This is an optimization exercise on Yosys and OpenROAD, whose aim is small area, a short achievable clock period and few clock cycles, not a production implementation.
The RTL was checked by simulation tests, not by an equivalence proof against the original design.

[flow/design.v]
`timescale 1ns / 1ps
module pawd_crack(
    input clk,
    input reset_n,
    input [0:127] password_hash,
    input [4:0] blocknum,
    input btn_pressed,
    output reg find,
    output [7:0] out0,
    output [7:0] out1,
    output [7:0] out2,
    output [7:0] out3,
    output [7:0] out4,
    output [7:0] out5,
    output [7:0] out6,
    output [7:0] out7
    );
    localparam [31:0] IVA = 32'h67452301, IVB = 32'hefcdab89,
                      IVC = 32'h98badcfe, IVD = 32'h10325476;
    localparam [1:0] IDLE = 2'd0, LOAD = 2'd1, RUN = 2'd2, DONE = 2'd3;
    function [31:0] kpn; input [5:0] r; begin
        kpn =
            ({32{r == 6'd0}} & 32'h18f7e786) |
            ({32{r == 6'd1}} & 32'h2420715b) |
            ({32{r == 6'd2}} & 32'hc1bdceee) |
            ({32{r == 6'd3}} & 32'hf57c0faf) |
            ({32{r == 6'd4}} & 32'h4787c62a) |
            ({32{r == 6'd5}} & 32'ha8304613) |
            ({32{r == 6'd6}} & 32'hfd469501) |
            ({32{r == 6'd7}} & 32'h698098d8) |
            ({32{r == 6'd8}} & 32'h8b44f7af) |
            ({32{r == 6'd9}} & 32'hffff5bb1) |
            ({32{r == 6'd10}} & 32'h895cd7be) |
            ({32{r == 6'd11}} & 32'h6b901122) |
            ({32{r == 6'd12}} & 32'hfd987193) |
            ({32{r == 6'd13}} & 32'ha67943ce) |
            ({32{r == 6'd14}} & 32'h49b40821) |
            ({32{r == 6'd15}} & 32'h264e5592) |
            ({32{r == 6'd16}} & 32'hc040b340) |
            ({32{r == 6'd17}} & 32'h265e5a51) |
            ({32{r == 6'd18}} & 32'h19e6f7da) |
            ({32{r == 6'd19}} & 32'hd62f105d) |
            ({32{r == 6'd20}} & 32'h02441453) |
            ({32{r == 6'd21}} & 32'hd8a1e681) |
            ({32{r == 6'd22}} & 32'he7d3fbc8) |
            ({32{r == 6'd23}} & 32'h21e1cde6) |
            ({32{r == 6'd24}} & 32'hc3370816) |
            ({32{r == 6'd25}} & 32'hf4d50d87) |
            ({32{r == 6'd26}} & 32'h455a14ed) |
            ({32{r == 6'd27}} & 32'ha9e3e905) |
            ({32{r == 6'd28}} & 32'hfcefa478) |
            ({32{r == 6'd29}} & 32'h676f02d9) |
            ({32{r == 6'd30}} & 32'h8d2a4c8a) |
            ({32{r == 6'd31}} & 32'hfffa3942) |
            ({32{r == 6'd32}} & 32'h8771f681) |
            ({32{r == 6'd33}} & 32'h6d9d6122) |
            ({32{r == 6'd34}} & 32'hfde5384c) |
            ({32{r == 6'd35}} & 32'hd4ef1a74) |
            ({32{r == 6'd36}} & 32'h4bdecfa9) |
            ({32{r == 6'd37}} & 32'hf6bb4b60) |
            ({32{r == 6'd38}} & 32'hbebfbc70) |
            ({32{r == 6'd39}} & 32'h289b7ec6) |
            ({32{r == 6'd40}} & 32'h1ad1582a) |
            ({32{r == 6'd41}} & 32'hd4ef3085) |
            ({32{r == 6'd42}} & 32'h04881d05) |
            ({32{r == 6'd43}} & 32'hd9d4d039) |
            ({32{r == 6'd44}} & 32'he6db99e5) |
            ({32{r == 6'd45}} & 32'h1fa27cf8) |
            ({32{r == 6'd46}} & 32'hc4ac56e5) |
            ({32{r == 6'd47}} & 32'h24595274) |
            ({32{r == 6'd48}} & 32'h432aff97) |
            ({32{r == 6'd49}} & 32'hab9423e7) |
            ({32{r == 6'd50}} & 32'hfc93a039) |
            ({32{r == 6'd51}} & 32'h655b59c3) |
            ({32{r == 6'd52}} & 32'h8f0ccc92) |
            ({32{r == 6'd53}} & 32'hffeff47d) |
            ({32{r == 6'd54}} & 32'hb5b48e01) |
            ({32{r == 6'd55}} & 32'h6fa87e4f) |
            ({32{r == 6'd56}} & 32'hfe2ce6e0) |
            ({32{r == 6'd57}} & 32'ha3014314) |
            ({32{r == 6'd58}} & 32'h4e0811a1) |
            ({32{r == 6'd59}} & 32'hf7537e82) |
            ({32{r == 6'd60}} & 32'hbd3af235) |
            ({32{r == 6'd61}} & 32'h2ad7d33b) |
            ({32{r == 6'd62}} & 32'heb86d391) |
            ({32{r == 6'd63}} & 32'h079ad4a8);
    end endfunction
    function [1:0] xseln; input [5:0] r; begin
        xseln = {r == 6'd0 | r == 6'd15 | r == 6'd35 | r == 6'd54,
                 r == 6'd18 | r == 6'd40 | r == 6'd47 | r == 6'd63};
    end endfunction
    localparam [31:0] S0C = 32'h6edff7a9;  
    function [4:0] rotamt; input [5:0] r; begin
        case ({r[5:4], r[1:0]})
            4'd0: rotamt = 5'd7;   4'd1: rotamt = 5'd12; 4'd2: rotamt = 5'd17; 4'd3: rotamt = 5'd22;
            4'd4: rotamt = 5'd5;   4'd5: rotamt = 5'd9;  4'd6: rotamt = 5'd14; 4'd7: rotamt = 5'd20;
            4'd8: rotamt = 5'd4;   4'd9: rotamt = 5'd11; 4'd10: rotamt = 5'd16; 4'd11: rotamt = 5'd23;
            4'd12: rotamt = 5'd6;  4'd13: rotamt = 5'd10; 4'd14: rotamt = 5'd15; default: rotamt = 5'd21;
        endcase
    end endfunction
    function [31:0] xw0; input [31:0] d; begin
        xw0 = {4'h0, d[19:16], 4'h0, d[23:20], 4'h0, d[27:24], 4'h0, d[31:28]};
    end endfunction
    function [31:0] xw1; input [31:0] d; begin
        xw1 = {4'h0, d[3:0], 4'h0, d[7:4], 4'h0, d[11:8], 4'h0, d[15:12]};
    end endfunction
    reg [1:0] st;
    reg ph;               
    reg [6:0] rnd;        
    reg [31:0] G;         
    reg a0, a1;           
    reg hl, hf;           
    reg dk;               
    reg ld1;              
    reg [31:0] S, B, C, D;         
    reg [31:0] T1, D1, B1, C1;     
    reg [4:0] sh1;
    reg [5:0] rb;         
    reg [1:0] xs;         
    reg [3:0] fg;         
    reg ck;               
    reg [3:0] kc;         
    reg [31:0] Hc;        
    assign out0 = {4'h3, G[31:28]};
    assign out1 = {4'h3, G[27:24]};
    assign out2 = {4'h3, G[23:20]};
    assign out3 = {4'h3, G[19:16]};
    assign out4 = {4'h3, G[15:12]};
    assign out5 = {4'h3, G[11:8]};
    assign out6 = {4'h3, G[7:4]};
    assign out7 = {4'h3, G[3:0]};
    reg [31:0] G2;
    reg cy;
    integer j;
    always @(*) begin
        if (G[3:0] == 4'd8) begin G2[3:0] = 4'd0; cy = 1'b1; end
        else begin G2[3:0] = G[3:0] + 4'd2; cy = 1'b0; end
        for (j = 1; j < 8; j = j + 1) begin
            if (cy) begin
                if (G[4*j +: 4] == 4'd9) G2[4*j +: 4] = 4'd0;
                else begin G2[4*j +: 4] = G[4*j +: 4] + 4'd1; cy = 1'b0; end
            end else G2[4*j +: 4] = G[4*j +: 4];
        end
    end
    function [31:0] padd; input [31:0] x, y;
        reg [31:0] g, p, gn, pn;
        integer l, i, jj;
        begin
            g = x & y; p = x ^ y;
            for (l = 0; l < 5; l = l + 1) begin
                gn = g; pn = p;
                for (i = 0; i < 32; i = i + 1) begin
                    if ((i >> l) & 1) begin jj = ((i >> l) << l) - 1; gn[i] = g[i] | (p[i] & g[jj]); pn[i] = p[i] & p[jj]; end
                end
                g = gn; p = pn;
            end
            padd = (x ^ y) ^ {g[30:0], 1'b0};
        end
    endfunction
    wire [31:0] F = ({32{fg[0]}} & ((B & C) | (~B & D)))
                  | ({32{fg[1]}} & ((D & B) | (~D & C)))
                  | ({32{fg[2]}} & (B ^ C ^ D))
                  | ({32{fg[3]}} & (C ^ (B | ~D)));
    wire [31:0] Gt = {G[31:1], ph};    
    wire [31:0] Xn = ({32{xs[0]}} & xw0(Gt)) | ({32{xs[1]}} & xw1(Gt));
    always @(posedge clk) begin
        T1 <= S + F + Xn;
        D1 <= D;
        B1 <= B;
        C1 <= C;
        sh1 <= rotamt(rnd[5:0]);
        rb <= rnd[5:0];
    end
    wire [63:0] T1d = {T1, T1} << sh1;
    wire [31:0] Bn = padd(B1, T1d[63:32]);
    wire [31:0] Sn = padd(D1, kpn(rb));       
    wire [31:0] Kc = ({32{kc[0]}} & IVA) | ({32{kc[1]}} & IVD)
                   | ({32{kc[2]}} & IVC) | ({32{kc[3]}} & IVB);
    wire [31:0] cin = B ^ Kc ^ Hc;
    wire [31:0] cout = (B & Kc) | (B & cin) | (Kc & cin);
    wire hit = ~cin[0] & (cin[31:1] == cout[30:0]);
    wire run = (st == RUN);
    wire n0 = a0 & hl;
    wire n1 = a1 & hf;
    wire last = rnd[6] & rnd[0];                     
    wire found = run && dk && last && (n0 | n1);
    wire drop = run && dk && !(n0 | n1);
    wire load0 = (st == LOAD) || drop;               
    always @(posedge clk) begin
        if (!reset_n) begin
            st <= IDLE;
            find <= 1'b0;
        end else begin
            case (st)
                IDLE: if (btn_pressed) st <= LOAD;
                LOAD: st <= RUN;
                RUN: if (found) begin st <= DONE; find <= 1'b1; end
                default: ;
            endcase
        end
    end
    always @(posedge clk) begin
        if (st == IDLE)
            G <= (blocknum < 5'd20) ? {blocknum[4:1], blocknum[0] ? 4'd5 : 4'd0, 24'd0} : 32'd0;
        else if (drop)
            G <= G2;
        else if (found && !n0)
            G <= {G[31:1], 1'b1};
    end
    always @(posedge clk) begin
        if (load0 || ld1) begin
            S <= S0C;
            B <= IVB;
            C <= IVC;
            D <= IVD;
        end else begin
            S <= Sn;
            B <= Bn;
            C <= B1;
            D <= C1;
        end
    end
    wire [6:0] rn = rnd + 7'd1;
    always @(posedge clk) begin
        ld1 <= load0;
        if (ck) begin
            if (ph) hf <= hit;
            else hl <= hit;
        end
        if (load0) begin
            ph <= 1'b0;
            rnd <= 7'd0;
            a0 <= 1'b1;
            a1 <= 1'b1;
            dk <= 1'b0;
            xs <= 2'b01;
            fg <= 4'b0001;
            ck <= 1'b0;
        end else begin
            ph <= ~ph;
            dk <= ph & ck;
            if (dk) begin a0 <= n0; a1 <= n1; end
            if (ph) begin
                rnd <= rn;
                xs <= xseln(rnd[5:0]);
                fg <= 4'b0001 << rn[5:4];
                ck <= (rn >= 7'd61) && (rn <= 7'd64);
                kc <= 4'b0001 << (rn[1:0] - 2'd1);
                case (rn[1:0])
                    2'd1: Hc <= {password_hash[24:31], password_hash[16:23], password_hash[8:15], password_hash[0:7]};
                    2'd2: Hc <= {password_hash[120:127], password_hash[112:119], password_hash[104:111], password_hash[96:103]};
                    2'd3: Hc <= {password_hash[88:95], password_hash[80:87], password_hash[72:79], password_hash[64:71]};
                    default: Hc <= {password_hash[56:63], password_hash[48:55], password_hash[40:47], password_hash[32:39]};
                endcase
            end
        end
    end
endmodule
[flow/flow/run.sh]
#!/bin/bash
set -o pipefail
export BUFFER_PORTS_ARGS="-buffer_cell sky130_fd_sc_hd__buf_1"
export SETUP_SLACK_MARGIN=6.2
bash standard.sh > standard.log 2>&1
[flow/standard.sh]
#!/bin/bash
# synth_recipe.tcl (not shown) runs the flow's synth.tcl, then flattens the netlist and writes it again
# the make line also repeats each setting of config.mk as NAME=value (left out here)
make -C /OpenROAD-flow-scripts/flow DESIGN_CONFIG=/design/flow/config.mk WORK_HOME=/design/flow/orfs CLKGATE_MAP_FILE= SYNTH_SCRIPT=/design/flow/synth_recipe.tcl "${@:-finish}"
[flow/config.mk]
export PLATFORM = sky130hd
export DESIGN_NAME = pawd_crack
export DESIGN_NICKNAME = pawd_crack
export VERILOG_FILES = /design/flow/design.v
export SDC_FILE = /design/flow/constraint.sdc
export NUM_CORES = 4
export LEC_CHECK = 0
export ABC_AREA = 1
export CAP_MARGIN = 20
export CORE_MARGIN = 2
export CORE_UTILIZATION = 40
export PLACE_DENSITY = 0.6
export SLEW_MARGIN = 20
[flow/constraint.sdc]
create_clock -name core_clock -period 10.0 [get_ports {clk}]
set_input_delay 2.0000 -clock core_clock [delete_from_list [all_inputs] [get_ports {clk}]]
set_output_delay 2.0000 -clock core_clock [all_outputs]
set_load 0.01 [all_outputs]
==> impl_metrics.tcl, run 1 <==
set metrics [dict create \
    cts_tree "built" \
    wire_per_inst_microns 21.25 \
    setup_viol 0 \
    min_path_type "reg -> reg" \
    fin_crit_sh 0.3791 \
    ys_ff_latch 359 \
    via_per_inst 5.520 \
    synth_cell_types 55 \
    min_period_ns 3.791 \
    clock_skew_ns 0.03280 \
    die_h_microns 248.9 \
    place_ws_ns 5.095 \
    yosys.area.top_type "dfxtp_1" \
    hold_end "D1[28]" \
    r2r_cells 18 \
    highest_layer "met5" \
    dp_hpwl_microns 72240 \
    ys_async_sr_fraction 0 \
    grt_antenna_before_repair 7 \
    crit_fanout 8 \
    slew_viol_final 0 \
    ys_seq_area_frac 0.3288 \
    hold_slack_ns 0.3727 \
    synth_top_flop_cell "dfxtp_1" \
    reg2reg_slack_ns 6.21 \
    syn_area_sq_mm 0.02399 \
    synth_top_area_share 0.2412 \
    max_slew_margin 0.3000 \
    synth_cells 3343 \
    fill_cells 5963 \
    ioPinCount 201 \
    grt_max_degree 66 \
    synth_edf_count 70 \
    fin_ws_ns 6.209 \
    clock_path_buffers 3 \
    htree_levels 2 \
    route.met2.wl_microns 42180 \
    tightest_slew_ns 1.046 \
    finalNonFillerCells 4356 \
    crit_path_cell_trace "buf_4 > nor2_4 > buf_6 > buf_4 > nand2_2 > nand2_1 > nor2_1 > and3_1 > nand4_1 > ha_1 > a21oi_1 > o21ai_2 > nand2_1 > nand2_2 > a211oi_1 > nand2_1 > nand2_1 > nand3_1" \
    grt_use_total 0.2852 \
    cts-root-buf "clkbuf_16" \
    synth.area.top_cells "dfxtp_1, nand2_1, edfxtp_1" \
    final_nets 3876 \
    grt_overflow 0 \
    gp_congestion 1.079 \
    route.detailed.drc 0 \
    critical_path_class "reg -> reg" \
    worstPathRequired_ns 10.42 \
    clkSinkCount 359 \
    avgSynthCellArea_sq_um 7.176 \
    place_area_sq_mm 0.02528 \
    die_x_microns 248.9 \
    place_inst 4217 \
    r2r_start "rb[4]" \
    area_growth_pct 18.30 \
    clock.fmax_ghz 0.2638 \
    ant_nets 0 \
    drtPass1Iterations 7 \
    grt_pass1_wl_microns 135400 \
    met3_length_microns 7140 \
    core_sq_mm 0.05913 \
    rsz0062_at_grt "true" \
    cp.arrival_ns 4.21 \
    grt_pass1_vias 22022 \
    synth_warnings 1 \
    status "complete, no violations" \
    design_area_sq_mm 0.02838 \
    synth_most_common_cell "nand2_1" \
    slowest_delay_ns 0.44 \
    n_antenna_cell 0 \
    path_common_cell "nand2_1" \
    holdBufCountCts 0 \
    crit_slowest_cell "ha_1" \
    start_util 0.4057 \
    r2r-end "S[27]" \
    final.setup.tns_ns 0 \
    finalHoldViolations 0 \
    wl_microns 92590 \
    crit_path_end_kind "register" \
    synth_common_cells "nand2_1, inv_1, nor2_1" \
    port_buffers 168 \
    wl_met1_microns 38990 \
    worstHoldStart "D[28]" \
    cts.clk_slew.worst_paths_ns 0.06 \
    vias 24046 \
    dieArea_sq_mm 0.06195 \
    drive_gt1_frac 0.1189 \
    clk_latency_ns 0.59 \
    post-route-util 0.4800 \
    rows 89 \
    maxCapViolations 0 \
    cp-start-kind "register" \
    whs_path_depth 0 \
    drt_iter0_drc 2164 \
    cts_buffers 41 \
]
==> layout by cell type, fill, tap and decap left out, types with 16 or more instances in the layout <==
cell       count
inv_1        402
nor2_4        24
mux2i_1       48
or2_2         43
nand2_1      659
conb_1        32
nor3_1        68
buf_4         68
o21ai_0      198
nor4_1        34
o21ai_1       16
nor2_1       339
fa_1          56
nand2_2       62
nand4_1       54
clkbuf_16     43
edfxtp_1      70
ha_1         125
inv_2         16
buf_1        168
xor2_1        42
nand3_1      190
o2111ai_1     31
o211ai_1      35
nand2_4       18
a21oi_1      131
a21o_1        39
xnor2_1       28
dfxtp_1      278
a31oi_1       37
==> worst max path at each step <==
stage / slack, ns / cells past startpoint / end / start
finish: 6.21 / 18 / S[27] / rb[4]
global route: 6.11 / 20 / B[17] / sh1[0]
CTS: 6.20 / 16 / S[16] / rb[4]
detailed placement: 5.09 / 20 / S[16] / rb[4]
global placement: 5.12 / 20 / S[16] / rb[4]
floorplan: 6.51 / 23 / B[17] / sh1[0]
==> critical path, delay by kind of cell (launching register included) <==
family / cells / cell delay [ns]
compound gates: 3 / 0.71
fa+ha+maj: 1 / 0.44
buf+inv: 3 / 0.41
flops: 1 / 0.38
simple gates: 11 / 1.69
==> kinds of logic after synthesis <==
kind of cell    after synthesis  share of synthesized area
mux                          48                    0.02003
flops                       359                     0.3288
buf+inv                     549                    0.09205
fa+ha+maj                   188                     0.1162
compound gates              562                     0.1385
xor+xnor                     70                    0.02556
simple gates               1565                     0.2786
other cells                   2                  0.0003130
==> timing repair <==
item / 4_1_cts / 5_1_grt
setup buffers: 14 / 44
gates resized for setup: 141 / 182
cloned: 4 / 3
endpoints found under the setup margin: 69 / 54
pin swaps: 13 / 44
endpoints found under the hold margin: 0 / 0
==> per-layer routing <==
layer,up-vias,track usage
met4,4,0.1075
met1,11183,0.3731
met5,-,0
met2,1097,0.4695
met3,258,0.05005
li1,11504,-
==> flip-flops by register name, indices dropped and copies added, names as in the netlist, 2 cells and up <==
register  count
B1           32
B            32
C1           32
C            32
D1           32
D            32
G            32
Hc           32
S            32
T1           32
rnd           7
rb            6
sh1           5
fg            4
kc            4
st            2
xs            2
==> layout make-up <==
cell class,instances,area (sq um),share of cell area
clock buffer,61,1224,0.04312
clock inverter,13,143.9,0.005070
inverter,430,1679,0.05917
multi-input combinational,2469,15080,0.5314
sequential,359,7924,0.2792
tap,773,967.2,0.03408
timing repair buffer,249,1349,0.04753
timing repair inverter,2,12.51,0.0004409
Testbench counts, summed over its fixed seeds: cycles 213,774.
==> run 2, diff against run 1 <==
--- a/flow/design.v
+++ b/flow/design.v
@@ -164,6 +164,8 @@
     wire [31:0] Gt = {G[31:1], ph};    
     wire [31:0] Xn = ({32{xs[0]}} & xw0(Gt)) | ({32{xs[1]}} & xw1(Gt));
-    always @(posedge clk) begin
-        T1 <= S + F + Xn;
+    wire [31:0] cs = S ^ F ^ Xn;
+    wire [31:0] cc = (S & F) | (S & Xn) | (F & Xn);
+    always @(posedge clk) begin
+        T1 <= padd(cs, {cc[30:0], 1'b0});
         D1 <= D;
         B1 <= B;
==> run 2 against run 1 <==
Against the previous run:
- area after synthesis fell by 2.2%
- final area is 0.45% lower
- die area shrank 2.1%
- register-to-register slack gained 0.06 ns
- sequential cell count unchanged
- critical path type unchanged
- largest cell class unchanged
- global-route usage grew 1.4 points
- non-clock buffer count fell by 5
- setup slack improved by 0.056 ns
- via count shrank 2.8%
- core utilization increased by 0.88 points
==> impl_metrics.tcl, run 2 <==
set metrics [dict create \
    critical_path_class "reg -> reg" \
    wl_microns 93140 \
    final_nets 3766 \
    crit_fanout 16 \
    reg2reg_slack_ns 6.27 \
    clock.fmax_ghz 0.2678 \
    status "complete, no violations" \
    slowest_delay_ns 0.48 \
    finalHoldViolations 0 \
    setup_viol 0 \
    synth_top_area_share 0.2465 \
    tightest_slew_ns 1.011 \
    drtPass1Iterations 6 \
    clkSinkCount 359 \
    cp_top_family "simple AND/OR/NAND/NOR gates" \
    cp.arrival_ns 4.19 \
    synth_cells 3229 \
    place_inst 4095 \
    ys_ff_latch 359 \
    port_buffers 168 \
    mostFrequentLayoutCell "nand2_1" \
    grt_pass1_wl_microns 135900 \
    max_slew_margin 0.3257 \
    synth_edf_count 70 \
    htree_levels 2 \
    drt_iter0_drc 2066 \
    r2r_start "rb[4]" \
    start_util 0.4060 \
    cp.depth 14 \
    dp_hpwl_microns 72190 \
    finalNonFillerCells 4234 \
    yosys.area.top_type "dfxtp_1" \
    critPathBufInv 2 \
    dieArea_sq_mm 0.06063 \
    clk_latency_ns 0.59 \
    area_growth_pct 20.36 \
    worstHoldStart "D[5]" \
    wire_per_inst_microns 22.00 \
    clock_path_buffers 3 \
    regArea_sq_mm 0.007919 \
    die_h_microns 246.2 \
    synth.area.top_cells "dfxtp_1, nand2_1, edfxtp_1" \
    ys_seq_area_frac 0.3361 \
    grt_max_degree 81 \
    clock_skew_ns 0.02408 \
    min_period_ns 3.735 \
    synth_common_cells "nand2_1, inv_1, nor2_1" \
    synth_most_common_cell "nand2_1" \
    route.detailed.drc 0 \
    crit_slowest_cell "fa_1" \
    synth_top_flop_cell "dfxtp_1" \
    cts_buffers 44 \
    synth_warnings 1 \
    r2r-end "S[16]" \
    path_common_cell "a21oi_2" \
    ant_nets 0 \
    cts_tree "built" \
    slew_viol_final 0 \
    worstPathRequired_ns 10.46 \
    whs_path_depth 0 \
    core_sq_mm 0.05781 \
    via_per_inst 5.519 \
    fill_cells 5740 \
    drive_gt1_frac 0.1254 \
    gp_congestion 1.104 \
    grt_overflow 0 \
    r2r_cells 14 \
    ioPinCount 201 \
    grt_use_total 0.2994 \
    cts-root-buf "clkbuf_16" \
    die_x_microns 246.2 \
    multi_input_area_sq_mm 0.01494 \
    grt_antenna_before_repair 4 \
    fin_crit_sh 0.3735 \
    ys_async_sr_fraction 0 \
    min_path_type "reg -> reg" \
    cp-start-kind "register" \
    rows 88 \
    final_cell_mix "nand2_1, inv_1, nor2_1" \
    cts.clk_slew.worst_paths_ns 0.06 \
    syn_area_sq_mm 0.02347 \
    avgSynthCellArea_sq_um 7.269 \
    grt_pass1_vias 21721 \
    hold_end "D1[5]" \
    vias 23368 \
    crit_path_end_kind "register" \
    synth_cell_types 52 \
    crit_path_cell_trace "nand2_1 > clkinvlp_4 > buf_12 > nand3_2 > nand4_1 > nor3_2 > nand3_1 > ha_4 > a21oi_2 > o21ai_0 > a21oi_2 > nand2_4 > fa_1 > or2_2" \
    holdBufCountCts 0 \
    rsz0062_at_grt "true" \
    cp-startpoint "rb[4]" \
    final.setup.tns_ns 0 \
    maxCapViolations 0 \
]
==> run 2: cell type report <==
| class | count | area share |
|---|---|---|
| flip-flops and latches | 359 | 0.2803 |
| repair buffers | 244 | 0.04783 |
| inverters | 400 | 0.05412 |
| clock inverters | 17 | 0.01014 |
| diodes | 1 | 0.00008858 |
| repair inverters | 5 | 0.001329 |
| well taps | 765 | 0.03388 |
| multi-input cells | 2383 | 0.5289 |
| clock buffers | 60 | 0.04336 |
==> run 2: cells by family after synthesis <==
kind of cell / synth area share
AND/OR/NAND/NOR: 0.2730
AO/OA/AOI/OAI: 0.1440
buffers and inverters: 0.08982
flip-flops: 0.3361
adder cells (fa/ha/maj): 0.1224
XOR/XNOR: 0.02239
multiplexers: 0.01194
other: 0.0003200
==> run 2: how the worst max path moves through the flow <==
stage	end	slack, ns
floorplan	B[17]	6.43
global placement	B[17]	5.05
detailed placement	B[17]	5.10
CTS	B[17]	6.15
global route	B[17]	6.12
finish	S[16]	6.27
==> run 2: routing by layer <==
metal | global-route usage | vias to the layer above | wire length (microns)
met5 | 0 | - | 0
met4 | 0.1242 | 0 | 4132
met3 | 0.04368 | 209 | 6553
met2 | 0.4909 | 971 | 42980
met1 | 0.3932 | 10981 | 39480
li1 | - | 11207 | -
==> run 2: through the flow <==
step	worst slack [ns]	hold slack, ns	util	area, sq um
floorplan	6.428	0.3511	-	23580
global placement	5.051	0.3588	0.4280	24740
detailed placement	5.096	0.3613	0.4280	24740
CTS	6.149	0.3696	0.4687	27090
global route	6.120	0.3799	0.4887	28250
finish	6.265	0.3669	0.4887	28250
==> run 2: timing repair <==
| action | 4_1_cts | 5_1_grt |
|---|---|---|
| gates cloned | 7 | 3 |
| pin swaps | 9 | 50 |
| buffers inserted | 22 | 29 |
| resized for setup | 157 | 219 |
| endpoints found under the setup margin | 72 | 51 |
Testbench counts of run 2, summed over its fixed seeds: cycles 213,774.
==> run 3, diff against run 2 <==
--- a/flow/config.mk
+++ b/flow/config.mk
@@ -10,4 +10,5 @@
 export CORE_MARGIN = 2
 export CORE_UTILIZATION = 40
+export CTS_BUF_LIST = sky130_fd_sc_hd__clkbuf_8
 export PLACE_DENSITY = 0.6
 export SLEW_MARGIN = 20
==> run 3 against run 2 <==
Against the previous run:
- still clean
- count of clock-buffer cells in the layout is 19 higher
- final area is 0.70% lower
- area after synthesis stayed put
- hold slack worse by 0.0050 ns
- synthesized cell count stayed put
- critical path depth is 2 higher
- die area stayed put
- core utilization is 0.34 points lower
- first-iteration DRC count is 13% lower
==> impl_metrics.tcl, run 3 <==
set metrics [dict create \
    fin_ws_ns 6.225 \
    avgSynthCellArea_sq_um 7.269 \
    max_slew_margin 0.3194 \
    syn_area_sq_mm 0.02347 \
    synth_edf_count 70 \
    route.detailed.drc 0 \
    yosys.area.top_type "dfxtp_1" \
    crit_path_end_kind "register" \
    crit_slowest_cell "fa_1" \
    crit_path_cell_trace "buf_6 > clkinvlp_4 > buf_4 > o21ai_0 > o21ai_0 > o21ai_0 > mux2i_1 > ha_1 > nand2_1 > nor4_2 > nand2_1 > nand2_4 > inv_1 > fa_1 > xor2_1 > nor2_1" \
    path_common_cell "o21ai_0" \
    rsz0062_at_grt "true" \
    port_buffers 168 \
    rows 88 \
    via_per_inst 5.465 \
    wl_microns 92930 \
    hold_slack_ns 0.3619 \
    synth_warnings 1 \
    tightest_slew_ns 1.021 \
    clk_latency_ns 0.66 \
    synth.area.top_cells "dfxtp_1, nand2_1, edfxtp_1" \
    grt_pass1_wl_microns 136000 \
    grtUsageMet1 0.3894 \
    design_area_sq_mm 0.02805 \
    dieArea_sq_mm 0.06063 \
    clock_path_buffers 3 \
    mostFrequentLayoutCell "nand2_1" \
    critPathBufInv 4 \
    clkSinkCount 359 \
    ant_nets 0 \
    ys_ff_latch 359 \
    htree_levels 3 \
    final_cell_mix "nand2_1, inv_1, nor2_1" \
    cts.clk_slew.worst_paths_ns 0.07 \
    ys_async_sr_fraction 0 \
    clock.fmax_ghz 0.2649 \
    cts_tree "built" \
    ioPinCount 201 \
    grt_overflow 0 \
    drive_gt1_frac 0.1293 \
    grt_max_degree 81 \
    synth_cell_types 52 \
    fin_crit_sh 0.3775 \
    synth_cells 3229 \
    grtUsageMet2 0.4917 \
    drtPass1Iterations 6 \
    cp_top_family "compound AO/OA/AOI/OAI gates" \
    grt_use_total 0.3009 \
    vias 23354 \
    grt_pass1_vias 21926 \
    synth_top_area_share 0.2465 \
    status "complete, no violations" \
    die_x_microns 246.2 \
    fill_cells 5826 \
    cp.arrival_ns 4.25 \
    wire_per_inst_microns 21.75 \
    grt.busiest_layer "met2" \
    cts_buffers 69 \
    final_nets 3783 \
    synth_most_common_cell "nand2_1" \
    drt_iter0_drc 1795 \
    final.setup.tns_ns 0 \
    clock_skew_ns 0.04230 \
    area_growth_pct 19.52 \
    setup_viol 0 \
    cp-start-kind "register" \
    core_sq_mm 0.05781 \
    synth_common_cells "nand2_1, inv_1, nor2_1" \
    slew_viol_final 0 \
    crit_fanout 28 \
    gp_congestion 1.104 \
    finalHoldViolations 0 \
    place_ws_ns 5.096 \
    start_util 0.4060 \
    place_area_sq_mm 0.02474 \
    ys_seq_area_frac 0.3361 \
    min_period_ns 3.775 \
    synth_top_flop_cell "dfxtp_1" \
    critical_path_class "reg -> reg" \
    die_h_microns 246.2 \
    grt.met3_usage 0.05174 \
    post-route-util 0.4853 \
    cts-root-buf "clkbuf_8" \
    holdBufCountCts 0 \
    min_path_type "reg -> reg" \
    dp_hpwl_microns 72190 \
    worstPathRequired_ns 10.48 \
    grt_antenna_before_repair 5 \
    maxCapViolations 0 \
    slowest_delay_ns 0.40 \
]
run 3: cell counts after synthesis:
Identical to the previous run, type by type.
run 3: area by class of cell:
cell class / count / area, sq um / area share
flip-flops and latches: 359 / 7916 / 0.2822
repair buffers: 236 / 1265 / 0.04509
clock buffers: 79 / 1087 / 0.03876
diodes: 4 / 10.01 / 0.0003568
well taps: 765 / 957.2 / 0.03412
repair inverters: 5 / 37.54 / 0.001338
clock inverters: 42 / 256.5 / 0.009143
inverters: 400 / 1526 / 0.05441
multi-input cells: 2383 / 15000 / 0.5346
run 3: path summary, 6_finish.rpt:
kind           from    end  slack [ns]  cells past startpoint
min reg2reg    D[5]  D1[5]        0.36                      0
max reg2reg  sh1[1]  B[17]        6.22                     16
min            D[5]  D1[5]        0.36                      0
max          sh1[1]  B[17]        6.22                     16
run 3: worst register-to-register path: cells and delay by family (launching register included):
kind	cells	cell delay, ns
adder cells (fa/ha/maj)	2	0.77
AO/OA/AOI/OAI	3	0.81
flip-flops	1	0.33
buffers and inverters	4	0.71
AND/OR/NAND/NOR	5	0.67
XOR/XNOR	1	0.17
multiplexers	1	0.16
run 3: metal layers:
metal / wire [microns] / part of all wire
met4: 3996 / 0.043
met3: 6520 / 0.070
met5: 12 / 0.00013
met2: 43000 / 0.46
met1: 39390 / 0.42
run 3: timing repair:
action,4_1_cts,5_1_grt
cloned,7,2
gates resized for setup,115,277
endpoints found under the setup margin,72,53
buffers inserted,16,28
pin swaps,6,45
run 3: metrics by stage:
step | cells
after detailed placement | 4095
after global placement | 4095
after global routing | 4270
after floorplan | 3259
after CTS | 4239
final | 4273
run 3: logic make-up after synthesis:
kind of cell | count (synthesis) | share of synthesized area
AOI/OAI and AO/OA | 569 | 0.1440
xor gates and xnor gates | 60 | 0.02239
adders and majority gates | 193 | 0.1224
buffers and inverters | 518 | 0.08982
DFF | 359 | 0.3361
muxes | 28 | 0.01194
other | 2 | 0.0003200
and+or+nand+nor | 1500 | 0.2730
==> run 4, diff against run 3 <==
--- a/flow/design.v
+++ b/flow/design.v
@@ -224,6 +224,14 @@
     end
     wire [6:0] rn = rnd + 7'd1;
+    wire [6:0] rs = ph ? rn : rnd;      
     always @(posedge clk) begin
         ld1 <= load0;
+        kc <= 4'b0001 << (rs[1:0] - 2'd1);
+        case (rs[1:0])
+            2'd1: Hc <= {password_hash[24:31], password_hash[16:23], password_hash[8:15], password_hash[0:7]};
+            2'd2: Hc <= {password_hash[120:127], password_hash[112:119], password_hash[104:111], password_hash[96:103]};
+            2'd3: Hc <= {password_hash[88:95], password_hash[80:87], password_hash[72:79], password_hash[64:71]};
+            default: Hc <= {password_hash[56:63], password_hash[48:55], password_hash[40:47], password_hash[32:39]};
+        endcase
         if (ck) begin
             if (ph) hf <= hit;
@@ -246,14 +254,7 @@
                 rnd <= rn;
                 xs <= xseln(rnd[5:0]);
-                fg <= 4'b0001 << rn[5:4];
-                ck <= (rn >= 7'd61) && (rn <= 7'd64);
-                kc <= 4'b0001 << (rn[1:0] - 2'd1);
-                case (rn[1:0])
-                    2'd1: Hc <= {password_hash[24:31], password_hash[16:23], password_hash[8:15], password_hash[0:7]};
-                    2'd2: Hc <= {password_hash[120:127], password_hash[112:119], password_hash[104:111], password_hash[96:103]};
-                    2'd3: Hc <= {password_hash[88:95], password_hash[80:87], password_hash[72:79], password_hash[64:71]};
-                    default: Hc <= {password_hash[56:63], password_hash[48:55], password_hash[40:47], password_hash[32:39]};
-                endcase
             end
+            fg <= 4'b0001 << rs[5:4];
+            ck <= (rs >= 7'd61) && (rs <= 7'd64);
         end
     end
--- a/flow/config.mk
+++ b/flow/config.mk
@@ -10,5 +10,4 @@
 export CORE_MARGIN = 2
 export CORE_UTILIZATION = 40
-export CTS_BUF_LIST = sky130_fd_sc_hd__clkbuf_8
 export PLACE_DENSITY = 0.6
 export SLEW_MARGIN = 20
==> run 4 against run 3 <==
Against the previous run:
- count of clock-buffer cells in the layout down 16
- clock skew down 0.017 ns
- global-route usage down 1.5 points
- core utilization down 0.84 points
- first-iteration DRC count up 30%
- critical endpoint is now S[16]
==> impl_metrics.tcl, run 4 <==
set metrics [dict create \
    cts.clk_slew.worst_paths_ns 0.06 \
    grt_max_degree 66 \
    synth_cells 3194 \
    min_period_ns 3.839 \
    wire_per_inst_microns 20.89 \
    drt_iter0_drc 2341 \
    reg2reg_slack_ns 6.16 \
    drtPass1Iterations 6 \
    cp-startpoint "rb[0]" \
    dieArea_sq_mm 0.06003 \
    yosys.area.top_type "dfxtp_1" \
    grt_pass1_vias 21036 \
    port_buffers 168 \
    htree_levels 2 \
    tightest_slew_ns 1.037 \
    crit_path_end_kind "register" \
    via_per_inst 5.449 \
    synth_warnings 1 \
    crit_fanout 6 \
    grt_pass1_wl_microns 129500 \
    multi_input_area_sq_mm 0.01474 \
    whs_path_depth 0 \
    grt_overflow 0 \
    hold_end "D1[11]" \
    place_area_sq_mm 0.02445 \
    mostFrequentLayoutCell "nand2_1" \
    holdBufCountCts 0 \
    clock_skew_ns 0.02531 \
    critPathBufInv 2 \
    slew_viol_final 0 \
    gp_congestion 1.068 \
    ys_ff_latch 359 \
    ys_seq_area_frac 0.3240 \
    synth_top_area_share 0.2801 \
    dp_hpwl_microns 66290 \
    r2r-end "S[16]" \
    critical_path_class "reg -> reg" \
    hold_slack_ns 0.3756 \
    cp-start-kind "register" \
    r2r_cells 18 \
    fill_cells 5695 \
    setup_viol 0 \
    grt_use_total 0.2862 \
    cts_buffers 41 \
    finalHoldViolations 0 \
    final.setup.tns_ns 0 \
    worstHoldStart "D[11]" \
    design_area_sq_mm 0.02746 \
    min_path_type "reg -> reg" \
    cp_top_family "simple AND/OR/NAND/NOR gates" \
    synth_common_cells "nand2_1, inv_1, dfxtp_1" \
    clock.fmax_ghz 0.2605 \
    r2r_start "rb[0]" \
    synth_edf_count 34 \
    synth.area.top_cells "dfxtp_1, nand2_1, ha_1" \
    drive_gt1_frac 0.1165 \
    fin_crit_sh 0.3839 \
    start_util 0.4034 \
    grt_antenna_before_repair 4 \
    cp.arrival_ns 4.29 \
    ys_async_sr_fraction 0 \
    regArea_sq_mm 0.007571 \
    rsz0062_at_grt "true" \
    die_h_microns 245 \
    die_x_microns 245 \
    synth_top_flop_cell "dfxtp_1" \
    clock_path_buffers 3 \
    wl_microns 87730 \
    rows 88 \
    core_sq_mm 0.05759 \
    ant_nets 0 \
    synth_most_common_cell "nand2_1" \
    maxCapViolations 0 \
    final_nets 3736 \
    cp.depth 18 \
    cts-root-buf "clkbuf_16" \
    vias 22884 \
    synth_cell_types 54 \
    clkSinkCount 359 \
    ioPinCount 201 \
    crit_path_cell_trace "clkinvlp_4 > nand2_4 > nor2_4 > nand2_2 > nand3_1 > nor2_4 > nand3_1 > nor4_4 > nand2_1 > nor2_2 > inv_1 > ha_1 > nand2_1 > nor4_2 > nand2_2 > nand2_4 > fa_1 > or2_2" \
    max_slew_margin 0.3089 \
    area_growth_pct 18.20 \
    syn_area_sq_mm 0.02323 \
    avgSynthCellArea_sq_um 7.274 \
    crit_slowest_cell "dfxtp_4" \
    slowest_delay_ns 0.42 \
    route.detailed.drc 0 \
    cts_tree "built" \
    clk_latency_ns 0.57 \
    status "complete, no violations" \
    final_cell_mix "nand2_1, inv_1, dfxtp_1" \
    worstPathRequired_ns 10.45 \
]
## run 4: cell types whose count changed after synthesis, moves of 21 or more
cell and change:
mux2i_1 +21, nand2_1 -54, edfxtp_1 -36, a31oi_1 -34, nand3_1 +31, dfxtp_1 +36
nor4_1 -21, a22o_1 +33
## run 4: timing repair
item | in CTS | in global routing
pin swaps | 12 | 33
hold endpoints to repair | 0 | 0
setup endpoints to repair | 69 | 100
gates resized for setup | 159 | 146
gates cloned | 3 | 0
setup buffers | 24 | 42
## run 4: layer usage
| layer | track usage | vias to the layer above | share of wire |
|---|---|---|---|
| met1 | 0.3690 | 10488 | 0.41 |
| met2 | 0.4723 | 1088 | 0.46 |
| met4 | 0.1300 | 2 | 0.050 |
| met5 | 0 | - | 0.00017 |
| li1 | - | 11055 | - |
| met3 | 0.04352 | 251 | 0.076 |
## run 4: cells by family after synthesis
group | count (synthesis) | synth area share
xor+xnor | 66 | 0.02488
compound gates | 561 | 0.1458
fa+ha+maj | 197 | 0.1258
mux | 49 | 0.02111
simple gates | 1445 | 0.2680
buf+inv | 515 | 0.09010
flops | 359 | 0.3240
other cells | 2 | 0.0003233
## run 4: how the worst max path moves through the flow
stage,end,slack [ns]
global route,S[23],6.04
detailed placement,B[17],5.03
finish,S[16],6.16
CTS,B[17],6.14
floorplan,S[16],6.55
global placement,B[17],5.01
## run 4: metrics by stage
step | cells | worst slack (ns) | util
floorplan | 3224 | 6.552 | -
global placement | 4056 | 5.010 | 0.4246
detailed placement | 4056 | 5.026 | 0.4246
CTS | 4157 | 6.144 | 0.4614
global route | 4199 | 6.040 | 0.4768
finish | 4200 | 6.161 | 0.4769
## run 4: final cells by class
cell class                      instances  area share
Tap cell                              765     0.03486
Inverter                              401     0.05645
Multi-Input combinational cell       2352      0.5366
Clock inverter                         11    0.002324
Timing Repair inverter                  1   0.0002734
Clock buffer                           63     0.04634
Timing Repair Buffer                  247     0.04734
Antenna cell                            1  0.00009112
Sequential cell                       359      0.2757
## run 4: worst reg2reg max path, cell delays in order, from the launching register on
cell	delay [ns]
dfxtp_4	0.42
clkinvlp_4	0.19
nand2_4	0.15
nor2_4	0.08
nand2_2	0.16
nand3_1	0.14
nor2_4	0.15
nand3_1	0.21
nor4_4	0.24
nand2_1	0.13
nor2_2	0.15
inv_1	0.07
ha_1	0.27
nand2_1	0.07
nor4_2	0.37
nand2_2	0.12
nand2_4	0.11
fa_1	0.42
or2_2	0.30
Testbench counts of run 4, summed over its fixed seeds: cycles 213,774.
==> run 5, diff against run 4 <==
==> flow/flow/run.sh (replaced) <==
#!/bin/bash
set -o pipefail
export BUFFER_PORTS_ARGS="-buffer_cell sky130_fd_sc_hd__buf_1"
export SETUP_SLACK_MARGIN=6.45
bash standard.sh > standard.log 2>&1
--- a/flow/config.mk
+++ b/flow/config.mk
@@ -9,5 +9,5 @@
 export CAP_MARGIN = 20
 export CORE_MARGIN = 2
-export CORE_UTILIZATION = 40
-export PLACE_DENSITY = 0.6
+export CORE_UTILIZATION = 60
+export PLACE_DENSITY = 0.75
 export SLEW_MARGIN = 20
==> run 5 against run 4 <==
Against the previous run:
- still clean on timing, DRC and antenna
- global-route usage grew 18 points
- sequential cell count is the same
- die area shrank 33%
- count of clock-buffer cells in the layout shrank 3
- highest routed layer unchanged
- non-clock buffer count grew 77
- routed wire length grew 17%
- clock skew grew 0.0033 ns
- setup slack gained 0.025 ns
==> impl_metrics.tcl, run 5 <==
set metrics [dict create \
    route.detailed.drc 0 \
    cp.arrival_ns 4.31 \
    cp-start-kind "register" \
    grt_max_degree 85 \
    gp_congestion 1.167 \
    critical_path_class "reg -> reg" \
    multi_input_area_sq_mm 0.01601 \
    ys_seq_area_frac 0.3240 \
    synth_common_cells "nand2_1, inv_1, dfxtp_1" \
    status "complete, no violations" \
    ioPinCount 201 \
    clk_latency_ns 0.57 \
    fill_cells 2624 \
    area_growth_pct 25.75 \
    rsz0062_at_grt "true" \
    start_util 0.6040 \
    syn_area_sq_mm 0.02323 \
    die_x_microns 200.8 \
    reg2reg_slack_ns 6.19 \
    final_cell_mix "nand2_1, inv_1, dfxtp_1" \
    wire_per_inst_microns 25.36 \
    yosys.area.top_type "dfxtp_1" \
    crit_path_end_kind "register" \
    whs_path_depth 0 \
    grtUsageMet1 0.5870 \
    ant_nets 0 \
    tightest_slew_ns 1.113 \
    r2r_start "rb[5]" \
    cts_buffers 39 \
    maxCapViolations 0 \
    clock.fmax_ghz 0.2622 \
    grt.busiest_layer "met2" \
    wl_microns 102300 \
    drive_gt1_frac 0.1973 \
    grtUsageMet2 0.7061 \
    avgSynthCellArea_sq_um 7.274 \
    worstPathRequired_ns 10.49 \
    slowest_delay_ns 0.49 \
    regArea_sq_mm 0.007575 \
    synth_top_area_share 0.2801 \
    synth_cell_types 54 \
    synth.area.top_cells "dfxtp_1, nand2_1, ha_1" \
    hold_end "D1[10]" \
    clock_skew_ns 0.02860 \
    port_buffers 168 \
    r2r-end "S[29]" \
    via_per_inst 6.603 \
    grt_antenna_before_repair 6 \
    clock_path_buffers 3 \
    dp_hpwl_microns 71210 \
    final_nets 3813 \
    vias 26643 \
    drt_iter0_drc 3742 \
    synth_cells 3194 \
    finalHoldViolations 0 \
    synth_top_flop_cell "dfxtp_1" \
    grt_pass1_wl_microns 144400 \
    die_h_microns 200.8 \
    cts.clk_slew.worst_paths_ns 0.06 \
    min_period_ns 3.814 \
    max_slew_margin 0.2578 \
    cts_tree "built" \
    dieArea_sq_mm 0.04031 \
    crit_fanout 6 \
    r2r_cells 18 \
    crit_slowest_cell "ha_4" \
    crit_path_cell_trace "inv_6 > nor2_4 > buf_4 > nand2_4 > nand2_2 > nor3_4 > nand4_1 > nor3_2 > nand4_1 > ha_4 > nand2_4 > nor2_4 > buf_4 > nand2_1 > inv_1 > a21boi_2 > a21o_1 > nand3_1" \
    synth_most_common_cell "nand2_1" \
    grt_overflow 0 \
    core_sq_mm 0.03847 \
    mostFrequentLayoutCell "nand2_1" \
    rows 72 \
    grt_use_total 0.4676 \
    grt.met3_usage 0.1643 \
    synth_warnings 1 \
    synth_edf_count 34 \
    grt_pass1_vias 24812 \
    final.setup.tns_ns 0 \
    slew_viol_final 0 \
    cts-root-buf "clkbuf_16" \
    drtPass1Iterations 9 \
    worstHoldStart "D[10]" \
    ys_ff_latch 359 \
    htree_levels 2 \
    ys_async_sr_fraction 0 \
    clkSinkCount 359 \
    setup_viol 0 \
    min_path_type "reg -> reg" \
    fin_crit_sh 0.3814 \
]
==> run 5: metrics by stage <==
| stage | hold slack, ns | instance area, sq um | setup WS [ns] | instances | util |
|---|---|---|---|---|---|
| after floorplan | 0.3290 | 23340 | 6.552 | 3224 | - |
| after global placement | 0.3599 | 24140 | 5.144 | 3809 | 0.6274 |
| after detailed placement | 0.3579 | 24140 | 4.972 | 3809 | 0.6274 |
| after CTS | 0.3696 | 27200 | 6.358 | 3950 | 0.7071 |
| after global routing | 0.3763 | 29190 | 6.171 | 4025 | 0.7588 |
| final | 0.3655 | 29220 | 6.186 | 4035 | 0.7595 |
==> run 5: kinds of logic (layout without fill, tap and decap cells) <==
family	count (synthesis)	after routing	share of synthesized area
and+or+nand+nor	1445	1447	0.2680
DFF	359	359	0.3240
xor gates and xnor gates	66	66	0.02488
other	2	42	0.0003233
muxes	49	49	0.02111
buffers and inverters	515	796	0.09010
AOI/OAI and AO/OA	561	561	0.1458
adders and majority gates	197	197	0.1258
==> run 5: worst max-delay path by stage <==
stage             to    from  cells past startpoint
5_1_grt        S[29]   rb[0]                     20
3_3_place_gp   B[17]  sh1[0]                     20
4_1_cts        S[16]   rb[0]                     16
6_report       S[29]   rb[5]                     18
3_5_place_dp   B[17]  sh1[0]                     20
2_1_floorplan  S[16]   rb[1]                     23
==> run 5: critical path: cells and delay by family, from the launching register on <==
| family | cells | cell delay, ns |
|---|---|---|
| flip-flops | 1 | 0.38 |
| buffers and inverters | 4 | 0.56 |
| adder cells (fa/ha/maj) | 1 | 0.49 |
| AND/OR/NAND/NOR | 11 | 2.02 |
| AO/OA/AOI/OAI | 2 | 0.28 |
==> run 5: metal layers <==
layer  routed length (microns)  vias to the layer above  share of wire
li1                          -                    11196              -
met1                     35900                    12436           0.35
met2                     43140                     2316           0.42
met3                     15260                      689           0.15
met4                      7947                        6          0.078
met5                        69                        -        0.00067
==> run 5: area by class of cell <==
cell class	instances	share of cell area
multi-input combinational	2352	0.5481
sequential	359	0.2593
timing repair buffer	324	0.07084
inverter	401	0.05422
clock buffer	60	0.03919
tap	518	0.02218
clock inverter	8	0.004283
timing repair inverter	3	0.001028
antenna	10	0.0008565
==> run 5: what timing repair did <==
item,CTS,global route
gates cloned,4,3
hold buffers,0,0
pin swaps,45,111
buffers inserted,69,72
gates resized for setup,323,341
setup endpoints to repair,86,67
==> run 6, diff against run 5 <==
==> flow/flow/run.sh (replaced) <==
#!/bin/bash
set -o pipefail
export BUFFER_PORTS_ARGS="-buffer_cell sky130_fd_sc_hd__buf_1"
export SETUP_SLACK_MARGIN=6.0
bash standard.sh > standard.log 2>&1
--- a/flow/config.mk
+++ b/flow/config.mk
@@ -9,5 +9,5 @@
 export CAP_MARGIN = 20
 export CORE_MARGIN = 2
-export CORE_UTILIZATION = 60
-export PLACE_DENSITY = 0.75
+export CORE_UTILIZATION = 55
+export PLACE_DENSITY = 0.7
 export SLEW_MARGIN = 20
==> run 6 against run 5 <==
Against the previous run:
- still clean on timing, DRC and antenna
- fmax down 4.4%
- clock skew shrank 0.014 ns
- setup slack lost 0.18 ns
- register-to-register slack lost 0.18 ns
==> impl_metrics.tcl, run 6 <==
set metrics [dict create \
    die_x_microns 209.5 \
    clock_skew_ns 0.01443 \
    core_sq_mm 0.04185 \
    min_period_ns 3.991 \
    dp_hpwl_microns 70590 \
    ioPinCount 201 \
    start_util 0.5551 \
    synth_top_flop_cell "dfxtp_1" \
    final_nets 3698 \
    grt_max_degree 74 \
    cp.arrival_ns 4.43 \
    ys_async_sr_fraction 0 \
    clk_latency_ns 0.56 \
    synth_top_area_share 0.2801 \
    fin_crit_sh 0.3991 \
    wl_microns 90380 \
    dieArea_sq_mm 0.04390 \
    wire_per_inst_microns 23.01 \
    grt_use_total 0.4008 \
    synth_top_family_by_area "simple AND/OR/NAND/NOR gates" \
    synth-xor-area-share 0.02488 \
    synth_edf_count 34 \
    synth_warnings 1 \
    area_growth_pct 13.74 \
    drt_iter0_drc 3081 \
    clock.fmax_ghz 0.2506 \
    synth_fa_ha_area_frac 0.1258 \
    die_h_microns 209.5 \
    htree_levels 2 \
    worstPathRequired_ns 10.44 \
    grt_antenna_before_repair 2 \
    cp-start-kind "register" \
    muxShareOfSynthArea 0.02111 \
    drtPass1Iterations 6 \
    setup_viol 0 \
    grt_overflow 0 \
    synth_most_common_cell "nand2_1" \
    yosys.area.top_type "dfxtp_1" \
    rsz0062_at_grt "false" \
    cts_buffers 39 \
    gp_congestion 1.174 \
    drive_gt1_frac 0.09273 \
    vias 24200 \
    critical_path_class "reg -> reg" \
    grt_pass1_wl_microns 133600 \
    maxCapViolations 0 \
    cts.clk_slew.worst_paths_ns 0.06 \
    mostFrequentLayoutCell "nand2_1" \
    synth.area.top_cells "dfxtp_1, nand2_1, ha_1" \
    cts-root-buf "clkbuf_16" \
    route.detailed.drc 0 \
    clkSinkCount 359 \
    tightest_slew_ns 1.028 \
    cts_tree "built" \
    final_cell_mix "nand2_1, inv_1, dfxtp_1" \
    status "complete, no violations" \
    synth_common_cells "nand2_1, inv_1, dfxtp_1" \
    ant_nets 0 \
    synth-simple-area-share 0.2680 \
    ys_ff_latch 359 \
    slew_viol_final 0 \
    synth_cell_types 54 \
    avgSynthCellArea_sq_um 7.274 \
    crit_path_end_kind "register" \
    via_per_inst 6.162 \
    crit_fanout 6 \
    syn_area_sq_mm 0.02323 \
    grt_pass1_vias 23010 \
    port_buffers 168 \
    min_path_type "reg -> reg" \
    ys_seq_area_frac 0.3240 \
    clock_path_buffers 3 \
    rows 75 \
    post-route-util 0.6314 \
    finalHoldViolations 0 \
    synth_cells 3194 \
    synth_compound_area_frac 0.1458 \
    holdBufCountCts 0 \
    final.setup.tns_ns 0 \
    max_slew_margin 0.3145 \
]
## run 6: cell families (layout without fill, tap and decap cells)
| group | count (synthesis) | in the layout |
|---|---|---|
| XOR/XNOR | 66 | 66 |
| buffers and inverters | 515 | 675 |
| flip-flops | 359 | 359 |
| other | 2 | 34 |
| adder cells (fa/ha/maj) | 197 | 197 |
| AO/OA/AOI/OAI | 561 | 561 |
| AND/OR/NAND/NOR | 1445 | 1447 |
| multiplexers | 49 | 49 |
## run 6: what timing repair did
action | 4_1_cts | 5_1_grt
cloned | 2 | 1
hold endpoints to repair | 0 | 0
buffers inserted | 11 | 22
setup endpoints to repair | 60 | 41
pin swaps | 11 | 16
resized for setup | 91 | 119
## run 6: stage by stage
stage | hold slack [ns] | instances | worst slack (ns) | instance area, sq um
global placement | 0.3615 | 3827 | 5.156 | 24140
global route | 0.3758 | 3925 | 5.981 | 26420
detailed placement | 0.3635 | 3827 | 5.029 | 24140
floorplan | 0.3290 | 3224 | 6.552 | 23340
finish | 0.3682 | 3927 | 6.009 | 26420
CTS | 0.3681 | 3902 | 5.974 | 25760
## run 6: layout make-up
type,instances,area (sq um)
Sequential cell,359,7557
Timing Repair inverter,1,7.507
Timing Repair Buffer,211,973.4
Antenna cell,2,5.005
Tap cell,539,674.4
Clock buffer,52,1095
Fill cell,3617,15430
Clock inverter,10,110.1
Inverter,401,1535
Multi-Input combinational cell,2352,14470
## run 6: path summary, 6_finish.rpt
path	startpoint	endpoint	slack, ns	cells after the start
setup reg to reg	rb[4]	S[16]	6.01	16
setup / recovery	rb[4]	S[16]	6.01	16
hold reg to reg	D[14]	D1[14]	0.37	0
hold / removal	D[14]	D1[14]	0.37	0
## run 6: worst max-delay path, cell delays in order (launching register included)
cell and delay, ns:
dfxtp_4 0.39, inv_2 0.16, nor2_2 0.14, buf_4 0.16, nand2_2 0.19, nand2_2 0.20
nor2_1 0.14, nand3_1 0.11, nor4_1 0.19, nand4_1 0.28, ha_1 0.41, nand2_1 0.14
nor4_2 0.34, nand2_1 0.15, nand2_4 0.14, fa_1 0.42, or2_2 0.30
## run 6: metal layers
metal | global-route usage | up-vias | routed length [microns]
met2 | 0.6068 | 1515 | 38580
met4 | 0.1920 | 2 | 4837
met3 | 0.1149 | 310 | 10980
met5 | 0 | - | 11
met1 | 0.5283 | 11431 | 35970
li1 | - | 10942 | -
==> run 7, diff against run 6 <==
==> flow/flow/run.sh (replaced) <==
#!/bin/bash
set -o pipefail
export BUFFER_PORTS_ARGS="-buffer_cell sky130_fd_sc_hd__buf_1"
export SETUP_SLACK_MARGIN=6.2
bash standard.sh > standard.log 2>&1
==> run 7 against run 6 <==
Against the previous run:
- still clean on timing, DRC and antenna
- setup slack better by 0.14 ns
- register-to-register slack better by 0.14 ns
- count of clock-buffer cells in the layout unchanged
==> impl_metrics.tcl, run 7 <==
set metrics [dict create \
    clock_skew_ns 0.01586 \
    drt_iter0_drc 3413 \
    clock.fmax_ghz 0.2599 \
    synth_fa_ha_area_frac 0.1258 \
    whs_path_depth 0 \
    clkSinkCount 359 \
    hold_end "D1[14]" \
    port_buffers 168 \
    route.met2.wl_microns 39340 \
    place_area_sq_mm 0.02414 \
    status "complete, no violations" \
    synth_cells 3194 \
    start_util 0.5551 \
    drive_gt1_frac 0.1173 \
    grt_use_total 0.4033 \
    synth-simple-area-share 0.2680 \
    cts-root-buf "clkbuf_16" \
    synth_cell_types 54 \
    fin_crit_sh 0.3848 \
    worstHoldStart "D[14]" \
    met3_length_microns 11230 \
    mostFrequentLayoutCell "nand2_1" \
    via_per_inst 6.202 \
    max_slew_margin 0.3187 \
    ys_seq_area_frac 0.3240 \
    rsz0062_at_grt "true" \
    drtPass1Iterations 6 \
    highest_layer "met4" \
    rows 75 \
    synth_top_family_by_area "simple AND/OR/NAND/NOR gates" \
    htree_levels 2 \
    critical_path_class "reg -> reg" \
    setup_viol 0 \
    clk_latency_ns 0.56 \
    yosys.area.top_type "dfxtp_1" \
    min_period_ns 3.848 \
    ant_nets 0 \
    r2r-end "S[16]" \
    muxShareOfSynthArea 0.02111 \
    min_path_type "reg -> reg" \
    final_nets 3732 \
    avgSynthCellArea_sq_um 7.274 \
    wire_per_inst_microns 23.23 \
    synth_edf_count 34 \
    synth_top_area_share 0.2801 \
    grt_pass1_wl_microns 134400 \
    synth_top_flop_cell "dfxtp_1" \
    core_sq_mm 0.04185 \
    cts.clk_slew.worst_paths_ns 0.06 \
    die_x_microns 209.5 \
    syn_area_sq_mm 0.02323 \
    synth_most_common_cell "nand2_1" \
    gp_congestion 1.174 \
    synth_common_cells "nand2_1, inv_1, dfxtp_1" \
    tightest_slew_ns 1.022 \
    synth-xor-area-share 0.02488 \
    cp.arrival_ns 4.29 \
    finalHoldViolations 0 \
    dp_hpwl_microns 70590 \
    cp-start-kind "register" \
    crit_path_end_kind "register" \
    maxCapViolations 0 \
    final.setup.tns_ns 0 \
    synth_compound_area_frac 0.1458 \
    grt_max_degree 74 \
    r2r_start "rb[4]" \
    route.detailed.drc 0 \
    die_h_microns 209.5 \
    worstPathRequired_ns 10.44 \
    grt_pass1_vias 23159 \
    reg2reg_slack_ns 6.15 \
    grt_overflow 0 \
    wl_microns 92050 \
    clock_path_buffers 3 \
    hold_slack_ns 0.3684 \
    ys_async_sr_fraction 0 \
    vias 24571 \
    synth.area.top_cells "dfxtp_1, nand2_1, ha_1" \
    area_growth_pct 16.51 \
    dieArea_sq_mm 0.04390 \
    design_area_sq_mm 0.02707 \
    grt_antenna_before_repair 3 \
    r2r_cells 17 \
    final_cell_mix "nand2_1, inv_1, dfxtp_1" \
    crit_fanout 8 \
    synth_warnings 1 \
    wl_met1_microns 36270 \
    cts_buffers 39 \
    ioPinCount 201 \
    cts_tree "built" \
    ys_ff_latch 359 \
    slew_viol_final 0 \
]
-- run 7: cell counts after synthesis --
No cell type changed its count.
-- run 7: per-stage QoR --
stage / cells / util / worst slack, ns
3_3_place_gp: 3827 / 0.5768 / 5.156
3_5_place_dp: 3827 / 0.5768 / 5.029
6_report: 3962 / 0.6468 / 6.152
4_1_cts: 3924 / 0.6255 / 6.178
5_1_grt: 3959 / 0.6466 / 6.079
2_1_floorplan: 3224 / - / 6.552
-- run 7: per-layer routing --
metal | vias up | track usage
li1 | 11018 | -
met1 | 11715 | 0.5277
met2 | 1510 | 0.6095
met3 | 328 | 0.1208
met4 | 0 | 0.1969
met5 | - | 0
-- run 7: what timing repair did --
| action | CTS | global route |
|---|---|---|
| resized for setup | 164 | 152 |
| hold buffers | 0 | 0 |
| cloned | 2 | 2 |
| setup buffers | 33 | 33 |
| pin swaps | 22 | 34 |
| endpoints found under the setup margin | 72 | 48 |
-- run 7: area by class of cell --
| class | instances | area, sq um |
|---|---|---|
| sequential | 359 | 7570 |
| inverter | 401 | 1555 |
| antenna | 3 | 7.507 |
| tap | 539 | 674.4 |
| clock inverter | 10 | 110.1 |
| timing repair inverter | 2 | 13.76 |
| multi-input combinational | 2351 | 14780 |
| fill | 3543 | 14780 |
| timing repair buffer | 245 | 1265 |
| clock buffer | 52 | 1095 |
-- run 7: worst max path at each step --
stage | from | cells past startpoint | to
finish | rb[4] | 17 | S[16]
global route | sh1[0] | 23 | B[17]
CTS | sh1[0] | 23 | B[17]
detailed placement | sh1[3] | 18 | B[17]
global placement | rb[1] | 16 | S[16]
floorplan | rb[1] | 23 | S[16]
-- run 7: logic make-up (layout without fill, tap and decap cells) --
family          Yosys count  after routing
other cells               2             35
buf+inv                 515            710
simple gates           1445           1446
fa+ha+maj               197            197
flops                   359            359
xor+xnor                 66             66
mux                      49             49
compound gates          561            561
-- run 7: worst max-delay path, cell delays in order, from the launching register on --
cell and delay (ns):
dfxtp_4 0.39, inv_2 0.14, nor2_4 0.11, buf_6 0.15, nand2_2 0.15, nand2_2 0.15, nor2_4 0.17, nand2_1 0.10
nor4_2 0.18, nand4_1 0.33, ha_4 0.35, buf_4 0.14, a21oi_1 0.19, o21ai_2 0.14, a21oi_2 0.18, nand2_4 0.11
fa_1 0.46, or2_2 0.30

[re-timing with driven ports]
How much do the figures lean on ideal ports? The routed layouts below were timed once more, with nothing changed but the port constraints. Step 1 assumes that a clkbuf_16 drives the clock port and a buf_2 every other input. Step 2 adds t to the input delays and takes it off the output delays; t is the mean of the earliest and latest rising clock arrival at the registers after step 1. Input paths then give back, and output paths get back, about the clock's delay inside the block. Three values: ideal ports, drivers, drivers and shift; two values: the first two.
run | t (ns) | setup WS [ns] | worst setup path after step 2 | clock arrival spread, ns
run 1 | 0.635 | 6.209 / 6.209 / 6.209 | register to register | 0.033 / 0.032
run 2 | 0.641 | 6.265 / 6.265 / 6.265 | register to register | 0.026 / 0.025
run 3 | 0.701 | 6.225 / 6.225 / 6.225 | register to register | 0.043 / 0.043
run 4 | 0.617 | 6.161 / 6.161 / 6.161 | register to register | 0.026 / 0.026
run 5 | 0.611 | 6.186 / 6.186 / 6.186 | register to register | 0.029 / 0.028
run 6 | 0.611 | 6.009 / 6.009 / 6.009 | register to register | 0.015 / 0.015
run 7 | 0.610 | 6.152 / 6.152 / 6.152 | register to register | 0.016 / 0.016
After both steps every run listed still meets setup and hold.
